This is an optimization exercise on Yosys and OpenROAD, whose aim is a short achievable clock period and few clock cycles per item, not a production implementation. Function was checked by simulation only, so behaviour that the tests miss may differ from the original. No activity file was given, so power comes from the tool's default toggle rates.

<file path="config.mk">
export PLATFORM = sky130hd
export DESIGN_NAME = cute_processor
export DESIGN_NICKNAME = cute_processor
export VERILOG_FILES = /design/flow/design.v
export SDC_FILE = /design/flow/constraint.sdc
export NUM_CORES = 4
export LEC_CHECK = 0
export CAP_MARGIN = 20
export CORE_MARGIN = 2
export CORE_UTILIZATION = 40
export SETUP_SLACK_MARGIN = 3
export SLEW_MARGIN = 20
export SYNTH_HIERARCHICAL = 1
export SYNTH_MINIMUM_KEEP_SIZE = 0
</file>
<file path="constraint.sdc">
create_clock -name core_clock -period 6.0 [get_ports {Clock}]
set_input_delay 1.2000 -clock core_clock [delete_from_list [all_inputs] [get_ports {Clock}]]
set_output_delay 1.2000 -clock core_clock [all_outputs]
set_load 0.01 [all_outputs]
</file>
<file path="design.v">
module g_nand4(input a, b, c, d, output y); assign y = ~(a & b & c & d); endmodule
module g_a22oi(input a, b, c, d, output y); assign y = ~((a & b) | (c & d)); endmodule
module g_a22o(input a, b, c, d, output y); assign y = (a & b) | (c & d); endmodule
module g_inv(input a, output y); assign y = ~a; endmodule
module g_and2(input a, b, output y); assign y = a & b; endmodule
module g_and4(input a, b, c, d, output y); assign y = a & b & c & d; endmodule
module g_nand2(input a, b, output y); assign y = ~(a & b); endmodule
module g_nor2(input a, b, output y); assign y = ~(a | b); endmodule
module g_xor2(input a, b, output y); assign y = a ^ b; endmodule
module g_a21oi(input a1, a2, b1, output y); assign y = ~((a1 & a2) | b1); endmodule
module g_o21ai(input a1, a2, b1, output y); assign y = ~((a1 | a2) & b1); endmodule
module g_a221oi(input a, b, c, d, e, output y); assign y = ~((a & b) | (c & d) | e); endmodule
module rdec(
	input [2:0] n,
	input on,
	output [7:0] sel);
	assign sel = {8{on}} & (8'b1 << n);
endmodule
module busbit(
	input [7:0] sel,
	input [7:0] r,
	input e,
	output out,
	output outw);
	wire n0, n1, n2, n3;
	g_a22oi u0 (.a(sel[0]), .b(r[0]), .c(sel[1]), .d(r[1]), .y(n0));
	g_a22oi u1 (.a(sel[2]), .b(r[2]), .c(sel[3]), .d(r[3]), .y(n1));
	g_a22oi u2 (.a(sel[4]), .b(r[4]), .c(sel[5]), .d(r[5]), .y(n2));
	g_a221oi u3 (.a(sel[6]), .b(r[6]), .c(sel[7]), .d(r[7]), .e(e), .y(n3));
	g_nand4 u4 (.a(n0), .b(n1), .c(n2), .d(n3), .y(out));
	g_nand4 u5 (.a(n0), .b(n1), .c(n2), .d(n3), .y(outw));
endmodule
module rbit(
	input [7:0] sel,
	input [7:0] r,
	output out,
	output outn);
	wire n0, n1, n2, n3;
	g_a22oi u0 (.a(sel[0]), .b(r[0]), .c(sel[1]), .d(r[1]), .y(n0));
	g_a22oi u1 (.a(sel[2]), .b(r[2]), .c(sel[3]), .d(r[3]), .y(n1));
	g_a22oi u2 (.a(sel[4]), .b(r[4]), .c(sel[5]), .d(r[5]), .y(n2));
	g_a22oi u3 (.a(sel[6]), .b(r[6]), .c(sel[7]), .d(r[7]), .y(n3));
	g_nand4 u4 (.a(n0), .b(n1), .c(n2), .d(n3), .y(out));
	g_and4 u5 (.a(n0), .b(n1), .c(n2), .d(n3), .y(outn));
endmodule
module add16(
	input [15:0] a,
	input [15:0] b,
	output [15:0] s);
	wire [15:0] p0, g0, g1n, p1n, g2, p2, g3n, p3n, g4;
	genvar n;
	generate
		for (n = 0; n < 16; n = n + 1) begin : k
			g_xor2 u_p (.a(a[n]), .b(b[n]), .y(p0[n]));
			g_and2 u_g (.a(a[n]), .b(b[n]), .y(g0[n]));
			if (n >= 1) begin : l1
				g_a21oi u_g1 (.a1(p0[n]), .a2(g0[n-1]), .b1(g0[n]), .y(g1n[n]));
				g_nand2 u_p1 (.a(p0[n]), .b(p0[n-1]), .y(p1n[n]));
			end else begin : l1p
				g_inv u_g1 (.a(g0[n]), .y(g1n[n]));
				g_inv u_p1 (.a(p0[n]), .y(p1n[n]));
			end
			if (n >= 2) begin : l2
				g_o21ai u_g2 (.a1(p1n[n]), .a2(g1n[n-2]), .b1(g1n[n]), .y(g2[n]));
				g_nor2 u_p2 (.a(p1n[n]), .b(p1n[n-2]), .y(p2[n]));
			end else begin : l2p
				g_inv u_g2 (.a(g1n[n]), .y(g2[n]));
				g_inv u_p2 (.a(p1n[n]), .y(p2[n]));
			end
			if (n >= 4) begin : l3
				g_a21oi u_g3 (.a1(p2[n]), .a2(g2[n-4]), .b1(g2[n]), .y(g3n[n]));
				g_nand2 u_p3 (.a(p2[n]), .b(p2[n-4]), .y(p3n[n]));
			end else begin : l3p
				g_inv u_g3 (.a(g2[n]), .y(g3n[n]));
				g_inv u_p3 (.a(p2[n]), .y(p3n[n]));
			end
			if (n >= 8) begin : l4
				g_o21ai u_g4 (.a1(p3n[n]), .a2(g3n[n-8]), .b1(g3n[n]), .y(g4[n]));
			end else begin : l4p
				g_inv u_g4 (.a(g3n[n]), .y(g4[n]));
			end
			if (n >= 1) begin : sm
				g_xor2 u_s (.a(p0[n]), .b(g4[n-1]), .y(s[n]));
			end else begin : s0
				assign s[n] = p0[n];
			end
		end
	endgenerate
endmodule
module cute_processor(
	input [15:0] DIN,
	input Resetn, Clock, Run,
	output reg Done,
	output reg [15:0] BusWires);
	parameter mv = 2'b00, mvi = 2'b01;
	reg [15:0] R [0:7];
	reg [15:0] G;       
	reg sg;             
	reg si;             
	reg [2:0] px;       
	reg idle;           
	wire [1:0] op = DIN[14:13];
	wire [2:0] x = DIN[12:10];
	wire [2:0] y = DIN[9:7];
	wire busy = ~idle;
	wire acc = idle & Run;
	wire [7:0] sel_lo, sel_hi, selx;
	rdec u_ylo (.n(y), .on(idle), .sel(sel_lo));
	rdec u_yhi (.n(y), .on(idle), .sel(sel_hi));
	rdec u_x (.n(x), .on(1'b1), .sel(selx));
	wire [15:0] bus, busw;    
	wire [15:0] rx, rxn;      
	wire [15:0] e;
	genvar b;
	generate
		for (b = 0; b < 16; b = b + 1) begin : bits
			wire [7:0] rb = {R[7][b], R[6][b], R[5][b], R[4][b], R[3][b], R[2][b], R[1][b], R[0][b]};
			g_a22o u_e (.a(sg), .b(G[b]), .c(si), .d(DIN[b]), .y(e[b]));
			busbit u_bit (.sel(b < 8 ? sel_lo : sel_hi), .r(rb), .e(e[b]), .out(bus[b]), .outw(busw[b]));
			rbit u_rx (.sel(selx), .r(rb), .out(rx[b]), .outn(rxn[b]));
		end
	endgenerate
	always @(*) begin
		Done = sg | si | (acc & (op == mv));
		BusWires = bus;
	end
	always @(posedge Clock, negedge Resetn)
		if (!Resetn) begin
			sg <= 1'b0;
			si <= 1'b0;
			idle <= 1'b1;
		end else begin
			sg <= acc & op[1];
			si <= acc & (op == mvi);
			idle <= ~(acc & (op != mv));
		end
	wire [15:0] sum, nsum;
	add16 u_add (.a(rx), .b(busw), .s(sum));
	add16 u_sub (.a(rxn), .b(busw), .s(nsum));
	always @(posedge Clock) begin
		px <= x;
		G <= op[0] ? ~nsum : sum;
	end
	integer k;
	always @(posedge Clock)
		for (k = 0; k < 8; k = k + 1)
			if ((busy & (px == k)) | (acc & (op == mv) & (x == k)))
				R[k] <= busw;
endmodule
</file>
<file path="run.sh">
#!/bin/bash
# synth_recipe.tcl (not shown) runs the flow's synth.tcl, then flattens the netlist and writes it again
# the make line also repeats each setting of config.mk as NAME=value (left out here)
make -C /OpenROAD-flow-scripts/flow DESIGN_CONFIG=/design/flow/config.mk WORK_HOME=/design/flow/orfs CLKGATE_MAP_FILE= SYNTH_SCRIPT=/design/flow/synth_recipe.tcl finish
</file>
==> results of run 1 <==
modules after synthesis (local to each module, per instance), excerpt:
module / times used / cell area, sq um / cells inside / flops+latches
cute_processor: 1 / 4750 / 213 / 150
rdec: 3 / 95.1 / 8 / 0
g_a22oi: 112 / 12.5 / 1 / 0
g_xor2: 62 / 8.76 / 1 / 0
g_and4: 16 / 8.76 / 1 / 0
g_nand4: 48 / 6.26 / 1 / 0
g_o21ai: 40 / 5.00 / 1 / 0
g_nand2: 40 / 3.75 / 1 / 0
path summary, 6_finish.rpt:
kind,start,endpoint,slack [ns],cells past startpoint
worst max register to register,idle,G[15],2.71,16
worst max-delay path,DIN[8],BusWires[3],2.44,6
worst min register to register,idle,idle,0.68,1
min in group asynchronous,Resetn,si,0.94,1
max in group asynchronous,Resetn,idle,4.84,1
worst min-delay path,idle,idle,0.68,1
area by class of cell:
cell class / instances / area [sq um]
Clock buffer: 20 / 437
Multi-Input combinational cell: 526 / 5640
Clock inverter: 12 / 199
Timing Repair Buffer: 171 / 1630
Sequential cell: 150 / 4300
Fill cell: 1734 / 9230
Tap cell: 280 / 350
Inverter: 47 / 176
cell usage in the layout (no fill, tap or decap), drive strengths merged, types with 20 or more instances in the layout:
master and instances:
xor2 62, nor2 23, nand2 43, and2 30, buf 161, a21oi 50, a22oi 112, edfxtp 128
o21ai 40, clkbuf 20, nand4 48, inv 50
per-stage QoR:
step	hold WS, ns	setup slack [ns]	power (W)	cells
3_3_place_gp	0.613	0.876	0.00230	1056
6_report	0.679	2.44	0.00385	1206
2_1_floorplan	0.564	2.49	0.00203	728
3_5_place_dp	0.634	0.917	0.00231	1056
4_1_cts	0.676	2.47	0.00376	1193
5_1_grt	0.718	2.39	0.00401	1206
power breakdown:
part           switching (W)  total (W)  internal, W  leakage (nW)
logic               0.000797    0.00136     0.000568          2.79
clock network       0.000439    0.00118     0.000740         0.311
registers          0.0000467    0.00130      0.00126          1.37
total                0.00128    0.00385      0.00257          4.46
worst reg2reg max path, stage by stage, from the launching register on:
cell	delay [ns]
dfstp_2	0.79
and4b_4	0.42
buf_6	0.15
a221oi_4	0.06
buf_4	0.15
buf_6	0.10
buf_6	0.10
nand4_1	0.11
buf_6	0.15
xor2_4	0.20
nand2_2	0.11
o21ai_4	0.19
a21oi_4	0.10
o21ai_4	0.18
xor2_1	0.19
inv_1	0.05
mux2i_1	0.16
cells by family (layout without fill, tap and decap cells):
kind of cell              after synthesis  after routing  synth area share
AOI/OAI and AO/OA                     243            243             0.277
and+or+nand+nor                       197            197             0.142
DFF                                   150            150             0.478
xor gates and xnor gates               62             62            0.0604
buffers and inverters                  52            250            0.0244
muxes                                  16             16            0.0178
other                                   1              8          0.000417
sequential cells by signal (all words and copies together) (netlist names):
| register | flops |
|---|---|
| G | 16 |
| R | 128 |
| si | 1 |
| idle | 1 |
| px | 3 |
| sg | 1 |
repair_timing:
item	4_1_cts	5_1_grt
hold buffers	0	0
endpoints found under the setup margin	161	32
resized for setup	284	35
pin swaps	97	33
cloned	5	0
setup buffers	100	13
layer usage:
layer / part of all wire / routed length (um) / vias up
met5: 0 / 0 / -
li1: - / - / 3251
met4: 0.043 / 1320 / 0
met2: 0.49 / 15000 / 338
met3: 0.062 / 1900 / 78
met1: 0.41 / 12600 / 3781
==> results.toml, run 1 <==
[timing]
rsz0062_at_grt = "true"
period_share = 0.593
worst_slew_pin_slew_ns = 0.925
finalHoldViolCount = 0
final.setup.tns_ns = 0
fmax_mhz = 281
fin_crit_ns = 3.56
finClkSkew_ns = 0.00689
slew_viol_final = 0
setup_viol = 0
relSlewSlack = 0.384

[setup_path]
path_class = "in2out"
slowest_stage = "a221oi_4"
crit_buf_inv = 3
cp_top_family = "buffers and inverters"
path_max_fanout = 6
critPathRequiredTime_ns = 4.80
cp-start-kind = "primary input"
crit_chain = "buf_12 > and4b_4 > buf_6 > a221oi_4 > nand4_1 > buf_2"
max_stage_delay_ns = 0.29
cp.arrival_ns = 2.36
critPathCaptureType = "output pin"

[global_routing]
grt_max_degree = 23
antenna_found_initial = 0
met1_usage = 0.326
grt_usage = 0.261
grt_pass1_wl_um = 46000
grtUsageMet3 = 0.0527
use_met2 = 0.437
grt.busiest_layer = "met2"
first_global_vias = 7714
gr-total-overflow = 0

[route]
routedWlPerCell_um = 25.6
viasPerCell = 6.18
initialDrtViolationCount = 506
firstDrtPassIters = 5
drc = 0
via_count = 7448
drt-total-wl_um = 30800
drtAntennaViolNets = 0

[power]
p_leak_nw = 4.46
vdd_ir_drop_max_mv = 0.211
power_density_nw_per_um2 = 302

[synth]
ys_warn_count = 8
synth_top_cells_by_area = "edfxtp_1 43%, a22oi_2 16%, xor2_1 6.0%, a21oi_2 4.9%, dfxtp_1 4.2%"
syn_area_per_cell_sq_um = 12.5
async_flop_share = 0.0200
yosysMostFrequentCell = "edfxtp_1"
yosys.area.top_type = "edfxtp_1"
syn_area_sq_um = 8990
synth_top_area_share = 0.428
synth_cell_type_count = 37
ys_seq_area_frac = 0.478
synthFlopType = "edfxtp_1"
synth_seq_cells = 150
yosys-top-cells-count = "128 x edfxtp_1, 112 x a22oi_2, 62 x xor2_1"
postSynthCellCount = 721
synth_edf_count = 128

[clock_tree]
htree_levels = 4
cts_tree = "done"
cts.root.buffer_cell = "clkbuf_16"
cts.sinks = 150
cts.clk_slew.worst_paths_ns = 0.06
clkLatencyLatePin_ns = 0.43
cts-buffers-inserted = 17
cts_buffer_depth = 2

[die]
fp.dieArea_sq_um = 23700
dieHeight_um = 154
ios = 36
core_area_sq_um = 22000
dieWidth_um = 154
initial_utilization = 0.409
rows = 54

[place]
dp_hpwl_um = 18900
portBuffers = 35
place_area_sq_um = 10200
gp_congestion = 0.969

[run_status]
status = "finished clean"

[finish]
drive_gt1_frac = 0.573
final_area_sq_um = 12700
layout.nets = 932
fin_util = 0.580
syn2layout_area_growth_pct = 41.6
diodes = 0

[flow_run]
maxCapViolations = 0

[worst_hold_path]
hp-class = "reg2reg"
Testbench counts, summed over its fixed seeds: cycles 5,717, instructions 3,264.
==> run 2, diff against run 1 <==
--- a/design.v
+++ b/design.v
@@ -15,5 +15,22 @@
 	input on,
 	output [7:0] sel);
-	assign sel = {8{on}} & (8'b1 << n);
+	wire [2:0] nn;
+	wire [3:0] lo_n;
+	wire [1:0] hi_n;
+	g_inv i0 (.a(n[0]), .y(nn[0]));
+	g_inv i1 (.a(n[1]), .y(nn[1]));
+	g_inv i2 (.a(n[2]), .y(nn[2]));
+	g_nand2 l0 (.a(nn[1]), .b(nn[0]), .y(lo_n[0]));
+	g_nand2 l1 (.a(nn[1]), .b(n[0]), .y(lo_n[1]));
+	g_nand2 l2 (.a(n[1]), .b(nn[0]), .y(lo_n[2]));
+	g_nand2 l3 (.a(n[1]), .b(n[0]), .y(lo_n[3]));
+	g_nand2 h0 (.a(nn[2]), .b(on), .y(hi_n[0]));
+	g_nand2 h1 (.a(n[2]), .b(on), .y(hi_n[1]));
+	genvar j;
+	generate
+		for (j = 0; j < 8; j = j + 1) begin : s
+			g_nor2 u (.a(lo_n[j % 4]), .b(hi_n[j / 4]), .y(sel[j]));
+		end
+	endgenerate
 endmodule
 module busbit(
==> results.toml, run 2 <==
[run_status]
status = "finished clean"

[global_routing]
grt_max_degree = 19
grt_usage = 0.258
antenna_found_initial = 0
grt_pass1_wl_um = 45900
gr-total-overflow = 0
first_global_vias = 7632

[setup_path]
startpoint = "DIN[7]"
critPathRequiredTime_ns = 4.80
critPathCaptureType = "output pin"
crit_path_end = "BusWires[9]"
path_class = "in2out"
worst-r2r-cell-count = 18
cp-start-kind = "primary input"
path_max_fanout = 7
cp.arrival_ns = 2.26
r2r-start = "idle"
rr_endpoint = "G[15]"
ff2ff_setup_slack_ns = 2.75

[power]
power_density_nw_per_um2 = 294
vdd_ir_drop_max_mv = 0.222
power_w = 0.00379
p_leak_nw = 4.50

[finish]
final_area_sq_um = 12900
layout.nets = 957
largest_registers = "R: 128 flops, G: 16 flops, px: 3 flops"
fin_util = 0.591
final_cell_mix = "128 x edfxtp_1, 112 x a22oi_2, 99 x buf_4"
regMostFlops = "R"
syn2layout_area_growth_pct = 45.0
diodes = 0
final_common_cell = "edfxtp_1"
largest_reg_flops = 128
drive_gt1_frac = 0.576

[synth]
ys_warn_count = 8
synth_top_cells_by_area = "edfxtp_1 43%, a22oi_2 16%, xor2_1 6.1%, a21oi_2 4.9%, dfxtp_1 4.3%"
yosys-top-cells-count = "128 x edfxtp_1, 112 x a22oi_2, 62 x xor2_1"
yosys.area.top_type = "edfxtp_1"
syn_area_sq_um = 8890
synthFlopType = "edfxtp_1"
async_flop_share = 0.0200
ys_seq_area_frac = 0.484
yosysMostFrequentCell = "edfxtp_1"
synthMuxAreaShare = 0.0180
synth_fa_ha_area_frac = 0
synth_cell_type_count = 32
synth_xor_area_frac = 0.0611
syn_area_per_cell_sq_um = 11.9
synth_compound_area_frac = 0.280
postSynthCellCount = 748
synth_seq_cells = 150
synth_top_family_by_area = "compound AO/OA/AOI/OAI gates"
synthSimpleGateAreaFrac = 0.129
synth_top_area_share = 0.432
synth_edf_count = 128

[route]
dr_wl_met2_um = 15500
viasPerCell = 5.90
firstDrtPassIters = 5
initialDrtViolationCount = 470
wl_met3_um = 1480
drtAntennaViolNets = 0
drt-total-wl_um = 30200
top_layer_used = "met4"
routedWlPerCell_um = 24.5
wirelength_met1_um = 12300
via_count = 7267
drc = 0

[clock_tree]
htree_levels = 4
cts_buffer_depth = 2
cts-buffers-inserted = 17
cts.sinks = 150
cts.root.buffer_cell = "clkbuf_16"
cts_tree = "done"
clkLatencyLatePin_ns = 0.43
cts.clk_slew.worst_paths_ns = 0.07
holdBufCountCts = 0

[timing]
period_share = 0.576
rsz0062_at_grt = "true"
finalHoldViolCount = 0
final.setup.tns_ns = 0
slew_viol_final = 0
relSlewSlack = 0.542
finClkSkew_ns = 0.0132
setup_viol = 0
worst_slew_pin_slew_ns = 0.687
fmax_mhz = 289
fin_crit_ns = 3.46

[die]
dieWidth_um = 153
rows = 54
core_area_sq_um = 21800
dieHeight_um = 153
fp.dieArea_sq_um = 23400
initial_utilization = 0.408
ios = 36

[place]
gp_congestion = 0.953
dp_hpwl_um = 18700
place_area_sq_um = 10000
portBuffers = 35

[worst_hold_path]
hp-class = "reg2reg"
min_path_cells = 1

[flow_run]
maxCapViolations = 0
[run 2: changes by cell type after synthesis, sizes merged]
cell	change
nor2	+24
and4bb	-9
and4b	-9
nand2	+18
and4	-3
inv	+9
nor4b	-3
[run 2: timing repair]
item                                    4_1_cts  5_1_grt
cloned                                        0        0
pin swaps                                   146       47
setup buffers                               115       16
endpoints found under the setup margin      185       31
resized for setup                           283       55
[run 2: cells by family (layout without fill, tap and decap cells)]
kind of cell	count (synthesis)	after routing
flops	150	150
xor+xnor	62	62
mux	16	16
compound gates	243	243
buf+inv	61	263
other cells	1	2
simple gates	215	215
[run 2: worst min path at each step]
stage	start	to	slack [ns]
floorplan	idle	idle	0.53
global placement	idle	idle	0.56
detailed placement	idle	idle	0.59
CTS	idle	idle	0.70
global route	idle	idle	0.72
finish	idle	idle	0.69
[run 2: cell type report]
type,instances,area [sq um]
Inverter,56,223
Sequential cell,150,4300
Multi-Input combinational cell,538,5690
Clock inverter,13,144
Tap cell,280,350
Fill cell,1677,8920
Timing Repair Buffer,175,1730
Clock buffer,19,453
[run 2: power breakdown]
| group | internal [W] | switching, W | leakage, nW |
|---|---|---|---|
| registers | 0.00126 | 0.0000482 | 1.36 |
| clock network | 0.000639 | 0.000454 | 0.288 |
| logic | 0.000582 | 0.000808 | 2.85 |
| total | 0.00248 | 0.00131 | 4.50 |
[run 2: metal layers]
| metal | track usage | vias to the layer above |
|---|---|---|
| li1 | - | 3274 |
| met1 | 0.327 | 3696 |
| met2 | 0.449 | 230 |
| met3 | 0.0405 | 67 |
| met4 | 0.0904 | 0 |
| met5 | 0 | - |
[run 2: critical path, cell delays in order]
cell and delay [ns]:
buf_12 0.12, inv_4 0.05, nand2_4 0.08, nor2_4 0.05
buf_12 0.15, a221oi_4 0.30, nand4_1 0.13, buf_2 0.17
[run 2: stage by stage]
stage                     hold WS [ns]  cells  worst slack, ns
after floorplan                  0.526    749             2.58
final                            0.693   1231             2.54
after CTS                        0.700   1213             2.57
after global placement           0.562   1066             1.26
after global routing             0.724   1231             2.49
after detailed placement         0.585   1066             1.10
[run 2: per-module statistics from Yosys (local to each module, per instance), excerpt]
module	flip-flops and latches	times used	cells inside	cell area [sq um]
cute_processor	150	1	213	4750
g_and4	0	16	1	8.76
g_nor2	0	46	1	3.75
g_nand2	0	58	1	3.75
g_xor2	0	62	1	8.76
g_inv	0	39	1	3.75
add16	0	2	1	7.51
g_a22oi	0	112	1	12.5
g_a22o	0	16	1	8.76
Testbench counts of run 2, summed over its fixed seeds: cycles 5,717, instructions 3,264.
==> run 3, diff against run 2 <==
--- a/design.v
+++ b/design.v
@@ -122,7 +122,9 @@
 	wire busy = ~idle;
 	wire acc = idle & Run;
-	wire [7:0] sel_lo, sel_hi, selx;
-	rdec u_ylo (.n(y), .on(idle), .sel(sel_lo));
-	rdec u_yhi (.n(y), .on(idle), .sel(sel_hi));
+	wire [7:0] sel0, sel1, sel2, sel3, selx;    
+	rdec u_y0 (.n(y), .on(idle), .sel(sel0));
+	rdec u_y1 (.n(y), .on(idle), .sel(sel1));
+	rdec u_y2 (.n(y), .on(idle), .sel(sel2));
+	rdec u_y3 (.n(y), .on(idle), .sel(sel3));
 	rdec u_x (.n(x), .on(1'b1), .sel(selx));
 	wire [15:0] bus, busw;    
@@ -134,5 +136,5 @@
 			wire [7:0] rb = {R[7][b], R[6][b], R[5][b], R[4][b], R[3][b], R[2][b], R[1][b], R[0][b]};
 			g_a22o u_e (.a(sg), .b(G[b]), .c(si), .d(DIN[b]), .y(e[b]));
-			busbit u_bit (.sel(b < 8 ? sel_lo : sel_hi), .r(rb), .e(e[b]), .out(bus[b]), .outw(busw[b]));
+			busbit u_bit (.sel(b < 4 ? sel0 : b < 8 ? sel1 : b < 12 ? sel2 : sel3), .r(rb), .e(e[b]), .out(bus[b]), .outw(busw[b]));
 			rbit u_rx (.sel(selx), .r(rb), .out(rx[b]), .outn(rxn[b]));
 		end
==> results.toml, run 3 <==
[run_status]
status = "finished clean"

[global_routing]
first_global_vias = 7787
grt_max_degree = 18
grt_usage = 0.267
gr-total-overflow = 0
antenna_found_initial = 0
grt_pass1_wl_um = 47300

[die]
ios = 36
dieHeight_um = 154
fp.dieArea_sq_um = 23800
core_area_sq_um = 22000
rows = 54
dieWidth_um = 154
initial_utilization = 0.411

[synth]
synth_fa_ha_area_frac = 0
async_flop_share = 0.0200
syn_area_per_cell_sq_um = 11.5
synth_xor_area_frac = 0.0602
synthSimpleGateAreaFrac = 0.139
postSynthCellCount = 782
yosysMostFrequentCell = "edfxtp_1"
synth_compound_area_frac = 0.276
synth_top_family_by_area = "compound AO/OA/AOI/OAI gates"
ys_warn_count = 8
synth_edf_count = 128
synth_top_area_share = 0.426
synthMuxAreaShare = 0.0178
synthFlopType = "edfxtp_1"
ys_seq_area_frac = 0.477
synth_seq_cells = 150
yosys-top-cells-count = "128 x edfxtp_1, 112 x a22oi_2, 73 x nand2_1"
synth_cell_type_count = 32
syn_area_sq_um = 9020
synth_top_cells_by_area = "edfxtp_1 43%, a22oi_2 16%, xor2_1 6.0%, a21oi_2 4.9%, dfxtp_1 4.2%"
yosys.area.top_type = "edfxtp_1"

[power]
p_leak_nw = 4.58
vdd_ir_drop_max_mv = 0.225
power_density_nw_per_um2 = 294

[finish]
largest_reg_flops = 128
drive_gt1_frac = 0.589
diodes = 0
syn2layout_area_growth_pct = 45.1
largest_registers = "R: 128 flops, G: 16 flops, px: 3 flops"
final_cell_mix = "128 x edfxtp_1, 112 x a22oi_2, 89 x buf_4"
final_common_cell = "edfxtp_1"
fill_cells = 1700
layout.nets = 973
regMostFlops = "R"

[setup_path]
cp-start-kind = "primary input"
path_class = "in2out"
critPathRequiredTime_ns = 4.80
crit_path_end = "BusWires[2]"
rr_endpoint = "G[14]"
r2r-start = "sg"
cp.arrival_ns = 2.22
startpoint = "DIN[7]"
ff2ff_setup_slack_ns = 2.70
path_max_fanout = 7
critPathCaptureType = "output pin"
worst-r2r-cell-count = 14

[timing]
period_share = 0.571
fmax_mhz = 292
finalHoldViolCount = 0
finClkSkew_ns = 0.00822
whs_ns = 0.736
rsz0062_at_grt = "true"
fin_crit_ns = 3.42
relSlewSlack = 0.403
final.setup.tns_ns = 0
worst_slew_pin_slew_ns = 0.895
slew_viol_final = 0
setup_viol = 0

[clock_tree]
cts-buffers-inserted = 17
cts.root.buffer_cell = "clkbuf_16"
cts_tree = "done"
cts_buffer_depth = 2
htree_levels = 4
cts.sinks = 150
holdBufCountCts = 0
clkLatencyLatePin_ns = 0.43
cts.clk_slew.worst_paths_ns = 0.07

[route]
routedWlPerCell_um = 25.1
viasPerCell = 6.05
drt-total-wl_um = 31300
initialDrtViolationCount = 530
firstDrtPassIters = 5
via_count = 7548
drtAntennaViolNets = 0
drc = 0

[place]
gp_congestion = 1.00
dp_hpwl_um = 19700
portBuffers = 35

[flow_run]
maxCapViolations = 0

[worst_hold_path]
hp-class = "reg2reg"
[run 3: logic make-up after synthesis]
logic type,count (synthesis)
buffers and inverters,67
DFF,150
xor gates and xnor gates,62
muxes,16
AOI/OAI and AO/OA,243
and+or+nand+nor,243
other,1
[run 3: final cells by class]
type	count	area (sq um)	share of cell area
inverter	62	270	0.0206
clock buffer	17	425	0.0325
multi-input combinational	566	5970	0.456
clock inverter	15	203	0.0155
tap	280	350	0.0268
sequential	150	4300	0.329
timing repair buffer	157	1560	0.119
[run 3: modules after synthesis (local to each module, per instance), a selection]
module | area [sq um] | flip-flops and latches | cells
g_inv | 3.75 | 0 | 1
g_a22o | 8.76 | 0 | 1
g_a21oi | 8.76 | 0 | 1
g_and2 | 6.26 | 0 | 1
g_xor2 | 8.76 | 0 | 1
g_and4 | 8.76 | 0 | 1
g_nand2 | 3.75 | 0 | 1
add16 | 7.51 | 0 | 1
[run 3: repair_timing]
| item | 4_1_cts | 5_1_grt |
|---|---|---|
| setup buffers | 93 | 16 |
| endpoints found under the hold margin | 0 | 0 |
| gates resized for setup | 337 | 52 |
| cloned | 3 | 0 |
| pin swaps | 133 | 52 |
| setup endpoints to repair | 288 | 31 |
[run 3: critical path: stages]
cell     delay, ns
buf_16        0.14
inv_8         0.07
nand2_4       0.06
buf_6         0.12
nor2_4        0.22
a22oi_2       0.13
nand4_1       0.12
buf_2         0.14
[run 3: report_power, final]
part | total (W) | leakage, nW | internal (W) | switching, W
Sequential | 0.00131 | 1.37 | 0.00126 | 0.0000489
Clock | 0.00116 | 0.294 | 0.000699 | 0.000466
Combinational | 0.00138 | 2.92 | 0.000558 | 0.000824
[run 3: stage by stage]
stage | area (sq um) | std cells | power (W) | setup WS (ns) | util
detailed placement | 10400 | 1102 | 0.00235 | 1.03 | 0.473
floorplan | 9530 | 783 | 0.00206 | 2.58 | -
global placement | 10300 | 1101 | 0.00234 | 1.10 | 0.471
global route | 13100 | 1247 | 0.00400 | 2.53 | 0.596
finish | 13100 | 1247 | 0.00385 | 2.58 | 0.596
CTS | 12800 | 1230 | 0.00375 | 2.61 | 0.581
[run 3: worst min-delay path by stage]
stage                       start  endpoint  slack (ns)  cells after the start
after floorplan              idle      idle        0.54                      1
after global placement       idle      idle        0.66                      1
after detailed placement     idle      idle        0.70                      1
after CTS                 R[3][0]   R[2][0]        0.72                      2
after global routing      R[1][0]   R[2][0]        0.77                      2
final                     R[3][0]   R[2][0]        0.74                      2
[run 3: per-layer routing]
metal  GRT usage  part of all wire
met1       0.342              0.43
met2       0.459              0.49
met3      0.0370             0.045
met4       0.105             0.033
met5           0                 0
Testbench counts of run 3, summed over its fixed seeds: cycles 5,717, instructions 3,264.
==> run 4, diff against run 3 <==
--- a/design.v
+++ b/design.v
@@ -2,4 +2,5 @@
 module g_a22oi(input a, b, c, d, output y); assign y = ~((a & b) | (c & d)); endmodule
 module g_a22o(input a, b, c, d, output y); assign y = (a & b) | (c & d); endmodule
+module g_nand3(input a, b, c, output y); assign y = ~(a & b & c); endmodule
 module g_inv(input a, output y); assign y = ~a; endmodule
 module g_and2(input a, b, output y); assign y = a & b; endmodule
@@ -16,19 +17,34 @@
 	output [7:0] sel);
 	wire [2:0] nn;
-	wire [3:0] lo_n;
-	wire [1:0] hi_n;
+	wire [7:0] sel_n;
+	wire [7:6] m_n;
 	g_inv i0 (.a(n[0]), .y(nn[0]));
 	g_inv i1 (.a(n[1]), .y(nn[1]));
 	g_inv i2 (.a(n[2]), .y(nn[2]));
-	g_nand2 l0 (.a(nn[1]), .b(nn[0]), .y(lo_n[0]));
-	g_nand2 l1 (.a(nn[1]), .b(n[0]), .y(lo_n[1]));
-	g_nand2 l2 (.a(n[1]), .b(nn[0]), .y(lo_n[2]));
-	g_nand2 l3 (.a(n[1]), .b(n[0]), .y(lo_n[3]));
-	g_nand2 h0 (.a(nn[2]), .b(on), .y(hi_n[0]));
-	g_nand2 h1 (.a(n[2]), .b(on), .y(hi_n[1]));
+	genvar j;
+	generate
+		for (j = 0; j < 6; j = j + 1) begin : s
+			g_nand4 d (.a(on), .b(j & 4 ? n[2] : nn[2]), .c(j & 2 ? n[1] : nn[1]), .d(j & 1 ? n[0] : nn[0]), .y(sel_n[j]));
+			g_inv u (.a(sel_n[j]), .y(sel[j]));
+		end
+		for (j = 6; j < 8; j = j + 1) begin : t
+			g_nand3 d (.a(n[2]), .b(n[1]), .c(j & 1 ? n[0] : nn[0]), .y(m_n[j]));
+			g_nand2 u (.a(on), .b(m_n[j]), .y(sel[j]));
+		end
+	endgenerate
+endmodule
+module xdec(
+	input [2:0] n,
+	output [7:0] sel);
+	wire [2:0] nn;
+	wire [7:0] sel_n;
+	g_inv i0 (.a(n[0]), .y(nn[0]));
+	g_inv i1 (.a(n[1]), .y(nn[1]));
+	g_inv i2 (.a(n[2]), .y(nn[2]));
 	genvar j;
 	generate
 		for (j = 0; j < 8; j = j + 1) begin : s
-			g_nor2 u (.a(lo_n[j % 4]), .b(hi_n[j / 4]), .y(sel[j]));
+			g_nand3 d (.a(j & 4 ? n[2] : nn[2]), .b(j & 2 ? n[1] : nn[1]), .c(j & 1 ? n[0] : nn[0]), .y(sel_n[j]));
+			g_inv u (.a(sel_n[j]), .y(sel[j]));
 		end
 	endgenerate
@@ -37,5 +53,4 @@
 	input [7:0] sel,
 	input [7:0] r,
-	input e,
 	output out,
 	output outw);
@@ -44,5 +59,5 @@
 	g_a22oi u1 (.a(sel[2]), .b(r[2]), .c(sel[3]), .d(r[3]), .y(n1));
 	g_a22oi u2 (.a(sel[4]), .b(r[4]), .c(sel[5]), .d(r[5]), .y(n2));
-	g_a221oi u3 (.a(sel[6]), .b(r[6]), .c(sel[7]), .d(r[7]), .e(e), .y(n3));
+	g_a22oi u3 (.a(sel[6]), .b(r[6]), .c(sel[7]), .d(r[7]), .y(n3));
 	g_nand4 u4 (.a(n0), .b(n1), .c(n2), .d(n3), .y(out));
 	g_nand4 u5 (.a(n0), .b(n1), .c(n2), .d(n3), .y(outw));
@@ -127,14 +142,16 @@
 	rdec u_y2 (.n(y), .on(idle), .sel(sel2));
 	rdec u_y3 (.n(y), .on(idle), .sel(sel3));
-	rdec u_x (.n(x), .on(1'b1), .sel(selx));
+	xdec u_x (.n(x), .sel(selx));
 	wire [15:0] bus, busw;    
 	wire [15:0] rx, rxn;      
-	wire [15:0] e;
 	genvar b;
 	generate
 		for (b = 0; b < 16; b = b + 1) begin : bits
 			wire [7:0] rb = {R[7][b], R[6][b], R[5][b], R[4][b], R[3][b], R[2][b], R[1][b], R[0][b]};
-			g_a22o u_e (.a(sg), .b(G[b]), .c(si), .d(DIN[b]), .y(e[b]));
-			busbit u_bit (.sel(b < 4 ? sel0 : b < 8 ? sel1 : b < 12 ? sel2 : sel3), .r(rb), .e(e[b]), .out(bus[b]), .outw(busw[b]));
+			wire [7:0] rbb;
+			g_a22o u_e6 (.a(idle), .b(R[6][b]), .c(sg), .d(G[b]), .y(rbb[6]));
+			g_a22o u_e7 (.a(idle), .b(R[7][b]), .c(si), .d(DIN[b]), .y(rbb[7]));
+			assign rbb[5:0] = rb[5:0];
+			busbit u_bit (.sel(b < 4 ? sel0 : b < 8 ? sel1 : b < 12 ? sel2 : sel3), .r(rbb), .out(bus[b]), .outw(busw[b]));
 			rbit u_rx (.sel(selx), .r(rb), .out(rx[b]), .outn(rxn[b]));
 		end
==> results.toml, run 4 <==
[run_status]
status = "finished clean"

[timing]
fin_ws_ns = 2.49
final.setup.tns_ns = 0
setup_viol = 0
slew_viol_final = 0
fin_crit_ns = 3.51
period_share = 0.584
fmax_mhz = 285
relSlewSlack = 0.221
worst_slew_pin_slew_ns = 1.17
rsz0062_at_grt = "true"
finalHoldViolCount = 0
finClkSkew_ns = 0.0113

[place]
portBuffers = 35
dp_hpwl_um = 20200
gp_congestion = 0.926
preCtsSetupSlack_ns = 0.994

[synth]
synth_xor_area_frac = 0.0588
syn_area_per_cell_sq_um = 11.4
async_flop_share = 0.0200
synthFlopType = "edfxtp_1"
syn_area_sq_um = 9240
synthSimpleGateAreaFrac = 0.135
synth_cell_type_count = 31
synth_seq_cells = 150
synth_top_family_by_area = "compound AO/OA/AOI/OAI gates"
ys_seq_area_frac = 0.466
ys_warn_count = 9
synth_edf_count = 128
synthMuxAreaShare = 0.0173
synth_compound_area_frac = 0.280
synth_top_cells_by_area = "edfxtp_1 42%, a22oi_2 17%, xor2_1 5.9%, nand4_1 4.9%, a21oi_2 4.7%"
synth_top_area_share = 0.416
yosys.area.top_type = "edfxtp_1"
synth_fa_ha_area_frac = 0
yosys-top-cells-count = "128 x a22oi_2, 128 x edfxtp_1, 94 x inv_1"
postSynthCellCount = 807

[finish]
regMostFlops = "R"
drive_gt1_frac = 0.586
syn2layout_area_growth_pct = 43.6
largest_reg_flops = 128
fin_util = 0.586
diodes = 0
fill_cells = 1813
layout.nets = 1041
largest_registers = "R: 128 flops, G: 16 flops, px: 3 flops"
final_cell_mix = "128 x edfxtp_1, 128 x a22oi_2, 116 x buf_4"

[worst_hold_path]
hold_start = "R[1][11]"
hp-class = "reg2reg"
min_path_cells = 3
hold_end = "R[2][11]"

[clock_tree]
cts-buffers-inserted = 17
cts.sinks = 150
cts_tree = "done"
htree_levels = 4
holdBufCountCts = 0
cts.clk_slew.worst_paths_ns = 0.06
cts.root.buffer_cell = "clkbuf_16"
clkLatencyLatePin_ns = 0.43
cts_buffer_depth = 2

[route]
firstDrtPassIters = 5
via_count = 8015
drtAntennaViolNets = 0
initialDrtViolationCount = 577
drc = 0
viasPerCell = 6.07
drt-total-wl_um = 33300
routedWlPerCell_um = 25.2

[setup_path]
crit_path_frequent_cell = "buf_6"
slowest_stage = "xor2_2"
ff2ff_setup_slack_ns = 2.79
crit_chain = "buf_6 > buf_6 > buf_6 > nand3_4 > clkinvlp_4 > buf_12 > buf_16 > a22oi_2 > nand4_1 > xor2_2 > buf_4 > a21oi_4 > o21ai_4 > a21oi_2 > inv_2 > xor2_1 > inv_1 > mux2i_1"
critPathCaptureType = "flip-flop"
max_stage_delay_ns = 0.24
cp.arrival_ns = 3.85
rr_endpoint = "G[10]"
cp-start-kind = "primary input"
worst-r2r-cell-count = 17
path_max_fanout = 5
path_class = "in2reg"
crit_buf_inv = 9
cp_top_family = "buffers and inverters"
critPathRequiredTime_ns = 6.34
r2r-start = "idle"

[die]
dieWidth_um = 156
fp.dieArea_sq_um = 24300
rows = 55
dieHeight_um = 156
core_area_sq_um = 22600
initial_utilization = 0.408
ios = 36

[global_routing]
gr-total-overflow = 0
grt_pass1_wl_um = 48700
grt_usage = 0.276
antenna_found_initial = 0
first_global_vias = 8030
grt_max_degree = 24

[flow_run]
maxCapViolations = 0

[power]
vdd_ir_drop_max_mv = 0.226
power_density_nw_per_um2 = 294
p_leak_nw = 4.84
==> run 4: changes by cell type after synthesis, moves of 22 or more <==
cell | previous run | this run
inv_1 | 62 | 94
nand2_1 | 73 | 51
nand4_1 | 48 | 72
nor2_1 | 63 | 23
==> run 4: modules after synthesis (local to each module, per instance), a selection <==
| module | flops+latches | cells inside | copies in the design | area (sq um) |
|---|---|---|---|---|
| cute_processor | 150 | 212 | 1 | 4750 |
| g_a22oi | 0 | 1 | 128 | 12.5 |
| g_and4 | 0 | 1 | 16 | 8.76 |
| g_a22o | 0 | 1 | 32 | 8.76 |
| g_xor2 | 0 | 1 | 62 | 8.76 |
| add16 | 0 | 1 | 2 | 7.51 |
| g_nand4 | 0 | 1 | 72 | 6.26 |
| g_o21ai | 0 | 1 | 40 | 5.00 |
| g_nand2 | 0 | 1 | 48 | 3.75 |
| g_inv | 0 | 1 | 77 | 3.75 |
==> run 4: power breakdown <==
group | internal [W] | leakage (nW) | switching, W
Combinational | 0.000592 | 3.17 | 0.000816
Clock | 0.000742 | 0.300 | 0.000456
Sequential | 0.00125 | 1.36 | 0.0000452
Total | 0.00258 | 4.84 | 0.00132
==> run 4: kinds of logic after synthesis <==
logic type,after synthesis
buffers and inverters,99
AOI/OAI and AO/OA,259
and+or+nand+nor,221
muxes,16
DFF,150
xor gates and xnor gates,62
==> run 4: worst max path at each step <==
| stage | start | to | slack [ns] | cells after the start |
|---|---|---|---|---|
| after global routing | DIN[12] | G[15] | 2.41 | 19 |
| final | DIN[12] | G[5] | 2.49 | 18 |
| after CTS | DIN[8] | BusWires[13] | 2.61 | 8 |
| after global placement | DIN[10] | G[9] | 1.04 | 13 |
| after floorplan | DIN[13] | R[4][0] | 2.55 | 4 |
| after detailed placement | DIN[9] | G[14] | 0.99 | 14 |
==> run 4: worst reg2reg max path, cell delays in order (launching register included) <==
cell and delay, ns:
dfstp_4 0.64, buf_4 0.28, nand4_1 0.20, inv_2 0.20, a22oi_2 0.09, buf_4 0.14
nand4_1 0.10, buf_4 0.17, xor2_2 0.18, buf_4 0.14, nand2_2 0.11, o21ai_4 0.23
buf_6 0.12, a21oi_2 0.04, o21ai_1 0.16, xor2_1 0.19, inv_1 0.06, mux2i_1 0.11
==> run 4: area by class of cell <==
cell class | count | area (sq um) | area share
Timing Repair Buffer | 201 | 1950 | 0.147
Tap cell | 285 | 357 | 0.0269
Multi-Input combinational cell | 558 | 5580 | 0.421
Clock inverter | 14 | 223 | 0.0168
Inverter | 94 | 423 | 0.0319
Clock buffer | 18 | 429 | 0.0324
Sequential cell | 150 | 4300 | 0.324
==> run 4: metal layers <==
layer  vias to the layer above  track usage  routed length (um)  share of wire
li1                       3575            -                   -              -
met1                      4009        0.351               13600           0.41
met2                       341        0.462               16000           0.48
met3                        90       0.0544                2330          0.070
met4                         0        0.113                1370          0.041
met5                         -            0                   0              0
==> run 4: what timing repair did <==
item	CTS	global route
gates cloned	5	1
setup buffers	117	21
endpoints found under the setup margin	241	48
pin swaps	135	65
resized for setup	333	55
==> run 4: per-stage QoR <==
step	cells	hold WS, ns	power (W)	area [sq um]
CTS	1298	0.768	0.00381	12900
global placement	1143	0.762	0.00231	10500
global route	1320	0.827	0.00404	13300
detailed placement	1144	0.765	0.00231	10500
finish	1320	0.792	0.00390	13300
floorplan	807	0.793	0.00202	9570
Testbench counts of run 4, summed over its fixed seeds: cycles 5,717, instructions 3,264.
==> run 5, diff against run 4 <==
--- a/design.v
+++ b/design.v
@@ -142,5 +142,7 @@
 	rdec u_y2 (.n(y), .on(idle), .sel(sel2));
 	rdec u_y3 (.n(y), .on(idle), .sel(sel3));
+	wire [7:0] selx_hi;
 	xdec u_x (.n(x), .sel(selx));
+	xdec u_xh (.n(x), .sel(selx_hi));
 	wire [15:0] bus, busw;    
 	wire [15:0] rx, rxn;      
@@ -154,5 +156,5 @@
 			assign rbb[5:0] = rb[5:0];
 			busbit u_bit (.sel(b < 4 ? sel0 : b < 8 ? sel1 : b < 12 ? sel2 : sel3), .r(rbb), .out(bus[b]), .outw(busw[b]));
-			rbit u_rx (.sel(selx), .r(rb), .out(rx[b]), .outn(rxn[b]));
+			rbit u_rx (.sel(b < 8 ? selx : selx_hi), .r(rb), .out(rx[b]), .outn(rxn[b]));
 		end
 	endgenerate
==> results.toml, run 5 <==
[global_routing]
first_global_vias = 7803
grt_max_degree = 36
grt_pass1_wl_um = 45100
antenna_found_initial = 0
gr-total-overflow = 0
grt_usage = 0.249

[worst_hold_path]
hold_start = "R[5][3]"
hold_end = "R[0][3]"
min_path_cells = 3
hp-class = "reg2reg"

[synth]
yosys.area.top_type = "edfxtp_1"
synth_top_area_share = 0.413
async_flop_share = 0.0200
syn_area_per_cell_sq_um = 11.3
synthFlopType = "edfxtp_1"
synth_seq_cells = 150
yosys-top-cells-count = "128 x a22oi_2, 128 x edfxtp_1, 105 x inv_1"
synth_cell_type_count = 31
syn_area_sq_um = 9320
synth_edf_count = 128
postSynthCellCount = 826
ys_seq_area_frac = 0.462
synth_top_cells_by_area = "edfxtp_1 41%, a22oi_2 17%, xor2_1 5.8%, nand4_1 4.8%, a21oi_2 4.7%"
ys_warn_count = 9

[setup_path]
cp_top_family = "buffers and inverters"
max_stage_delay_ns = 0.21
ff2ff_setup_slack_ns = 2.92
cp.arrival_ns = 2.20
critPathCaptureType = "output pin"
path_class = "in2out"
critPathRequiredTime_ns = 4.80
crit_chain = "buf_16 > buf_6 > nand4_1 > inv_2 > a22oi_2 > nand4_1 > buf_2"
worst-r2r-cell-count = 14
r2r-start = "sg"
crit_path_frequent_cell = "nand4_1"
slowest_stage = "a22oi_2"
rr_endpoint = "G[14]"
path_max_fanout = 9
cp-start-kind = "primary input"
crit_buf_inv = 4

[clock_tree]
cts-buffers-inserted = 17
cts.sinks = 150
cts.clk_slew.worst_paths_ns = 0.06
clkLatencyLatePin_ns = 0.44
htree_levels = 4
cts.root.buffer_cell = "clkbuf_16"
holdBufCountCts = 0
cts_buffer_depth = 2
cts_tree = "done"

[timing]
finalHoldViolCount = 0
fmax_mhz = 294
slew_viol_final = 0
rsz0062_at_grt = "true"
setup_viol = 0
finClkSkew_ns = 0.0151
worst_slew_pin_slew_ns = 0.853
final.setup.tns_ns = 0
relSlewSlack = 0.431
period_share = 0.567
fin_crit_ns = 3.40

[finish]
largest_registers = "R: 128 flops, G: 16 flops, px: 3 flops"
layout.nets = 1057
diodes = 0
syn2layout_area_growth_pct = 43.5
drive_gt1_frac = 0.580
largest_reg_flops = 128
regMostFlops = "R"
final_cell_mix = "128 x edfxtp_1, 128 x a22oi_2, 118 x buf_4"

[die]
rows = 55
dieWidth_um = 157
initial_utilization = 0.409
core_area_sq_um = 22800
dieHeight_um = 157
fp.dieArea_sq_um = 24500
ios = 36

[flow_run]
maxCapViolations = 0

[route]
drc = 0
viasPerCell = 5.65
drtAntennaViolNets = 0
via_count = 7710
drt-total-wl_um = 30500
firstDrtPassIters = 5
initialDrtViolationCount = 562
routedWlPerCell_um = 22.4

[power]
power_density_nw_per_um2 = 284
vdd_ir_drop_max_mv = 0.204
p_leak_nw = 4.90
power_w = 0.00379

[place]
dp_hpwl_um = 19600
portBuffers = 35
gp_congestion = 0.902

[run_status]
status = "finished clean"
run 5: cell types whose count changed after synthesis:
cell	before	now
inv_1	94	105
nand3_1	16	24
run 5: area by class of cell:
type / count / area (sq um)
Fill cell: 1860 / 9410
Multi-Input combinational cell: 566 / 5610
Sequential cell: 150 / 4300
Timing Repair Buffer: 198 / 1970
Inverter: 105 / 484
Clock buffer: 21 / 460
Tap cell: 313 / 392
Clock inverter: 11 / 149
run 5: cell families after synthesis:
group,synth area share
flip-flops,0.462
XOR/XNOR,0.0583
AO/OA/AOI/OAI,0.278
buffers and inverters,0.0469
multiplexers,0.0172
AND/OR/NAND/NOR,0.138
run 5: worst register-to-register path: stages, from the launching register on:
cell     delay, ns
dfrtp_1       0.69
a22o_1        0.36
a22oi_2       0.24
buf_4         0.15
nand4_1       0.12
buf_6         0.17
xor2_2        0.24
buf_4         0.17
nand2_4       0.05
nor2_2        0.19
a21oi_4       0.10
o21ai_2       0.21
xor2_1        0.16
inv_1         0.05
mux2i_1       0.11
run 5: per-module statistics from Yosys (local to each module, per instance), a selection:
| module | area [sq um] | cells | copies in the design |
|---|---|---|---|
| cute_processor | 4750 | 212 | 1 |
| g_a22o | 8.76 | 1 | 32 |
| g_and4 | 8.76 | 1 | 16 |
| g_xor2 | 8.76 | 1 | 62 |
| add16 | 7.51 | 1 | 2 |
| g_nand4 | 6.26 | 1 | 72 |
| g_and2 | 6.26 | 1 | 30 |
| g_nand2 | 3.75 | 1 | 48 |
run 5: worst max path at each step:
| stage | slack [ns] | from | cells past startpoint | endpoint |
|---|---|---|---|---|
| finish | 2.60 | DIN[8] | 7 | BusWires[8] |
| global route | 2.54 | DIN[12] | 14 | G[11] |
| CTS | 2.61 | DIN[7] | 8 | BusWires[8] |
| detailed placement | 0.84 | DIN[7] | 15 | G[14] |
| global placement | 0.87 | DIN[7] | 15 | G[14] |
| floorplan | 2.57 | DIN[13] | 4 | R[4][0] |
run 5: report_power, final:
part / switching (W) / internal [W]
logic: 0.000796 / 0.000580
registers: 0.0000454 / 0.00125
clock network: 0.000447 / 0.000679
run 5: routing by layer:
layer / vias to the layer above / global-route usage / part of all wire
met5: - / 0 / 0
met4: 0 / 0.0730 / 0.024
met3: 60 / 0.0482 / 0.049
met2: 250 / 0.428 / 0.50
met1: 3786 / 0.319 / 0.43
li1: 3614 / - / -
run 5: through the flow:
stage	cells	cell area [sq um]	utilization	hold slack [ns]	setup slack, ns
after CTS	1316	12700	0.555	0.765	2.61
after detailed placement	1191	10600	0.465	0.754	0.844
after floorplan	826	9680	-	0.791	2.57
after global routing	1364	13400	0.587	0.827	2.54
final	1364	13400	0.587	0.784	2.60
after global placement	1191	10600	0.465	0.742	0.872
run 5: repair_timing:
item,in CTS,in global routing
setup endpoints to repair,217,31
cloned,4,1
pin swaps,147,98
resized for setup,282,71
endpoints found under the hold margin,0,0
buffers inserted,89,47
Testbench counts of run 5, summed over its fixed seeds: cycles 5,717, instructions 3,264.

==> afterwards: timing with drivers on the ports <==
No port has a modelled driver above. Below, the same layouts with a new extraction and two added sets of constraints.
Step 1 (the two cells are an assumption about what drives the block):
set clk [get_ports {Clock}]
set_driving_cell -lib_cell sky130_fd_sc_hd__clkbuf_16 $clk
set_driving_cell -lib_cell sky130_fd_sc_hd__buf_2 [delete_from_list [all_inputs] $clk]
Step 2 also shifts input and output timing later by t, the mid clock arrival at the registers, as if the neighbouring blocks saw the same clock.
Three values: ideal, step 1, step 2; two values: the first two.
run	t (ns)	slack for setup (ns)	hold slack, ns	slew at the worst register clock pin (ns)
run 1	0.471	2.443 / 2.289 / 1.950	0.679 / 0.679 / 0.679	0.06 / 0.06
run 2	0.471	2.543 / 2.480 / 2.124	0.693 / 0.693 / 0.693	0.07 / 0.07
run 3	0.474	2.576 / 2.393 / 2.012	0.736 / 0.736 / 0.736	0.07 / 0.07
run 4	0.474	2.494 / 2.445 / 2.035	0.792 / 0.792 / 0.792	0.07 / 0.07
run 5	0.475	2.600 / 2.431 / 2.173	0.784 / 0.784 / 0.784	0.07 / 0.07
After both steps every run listed still meets setup and hold. The setup slack of run 3, which loses most, moves by -0.183 ns with the drivers and by -0.564 ns with both steps.
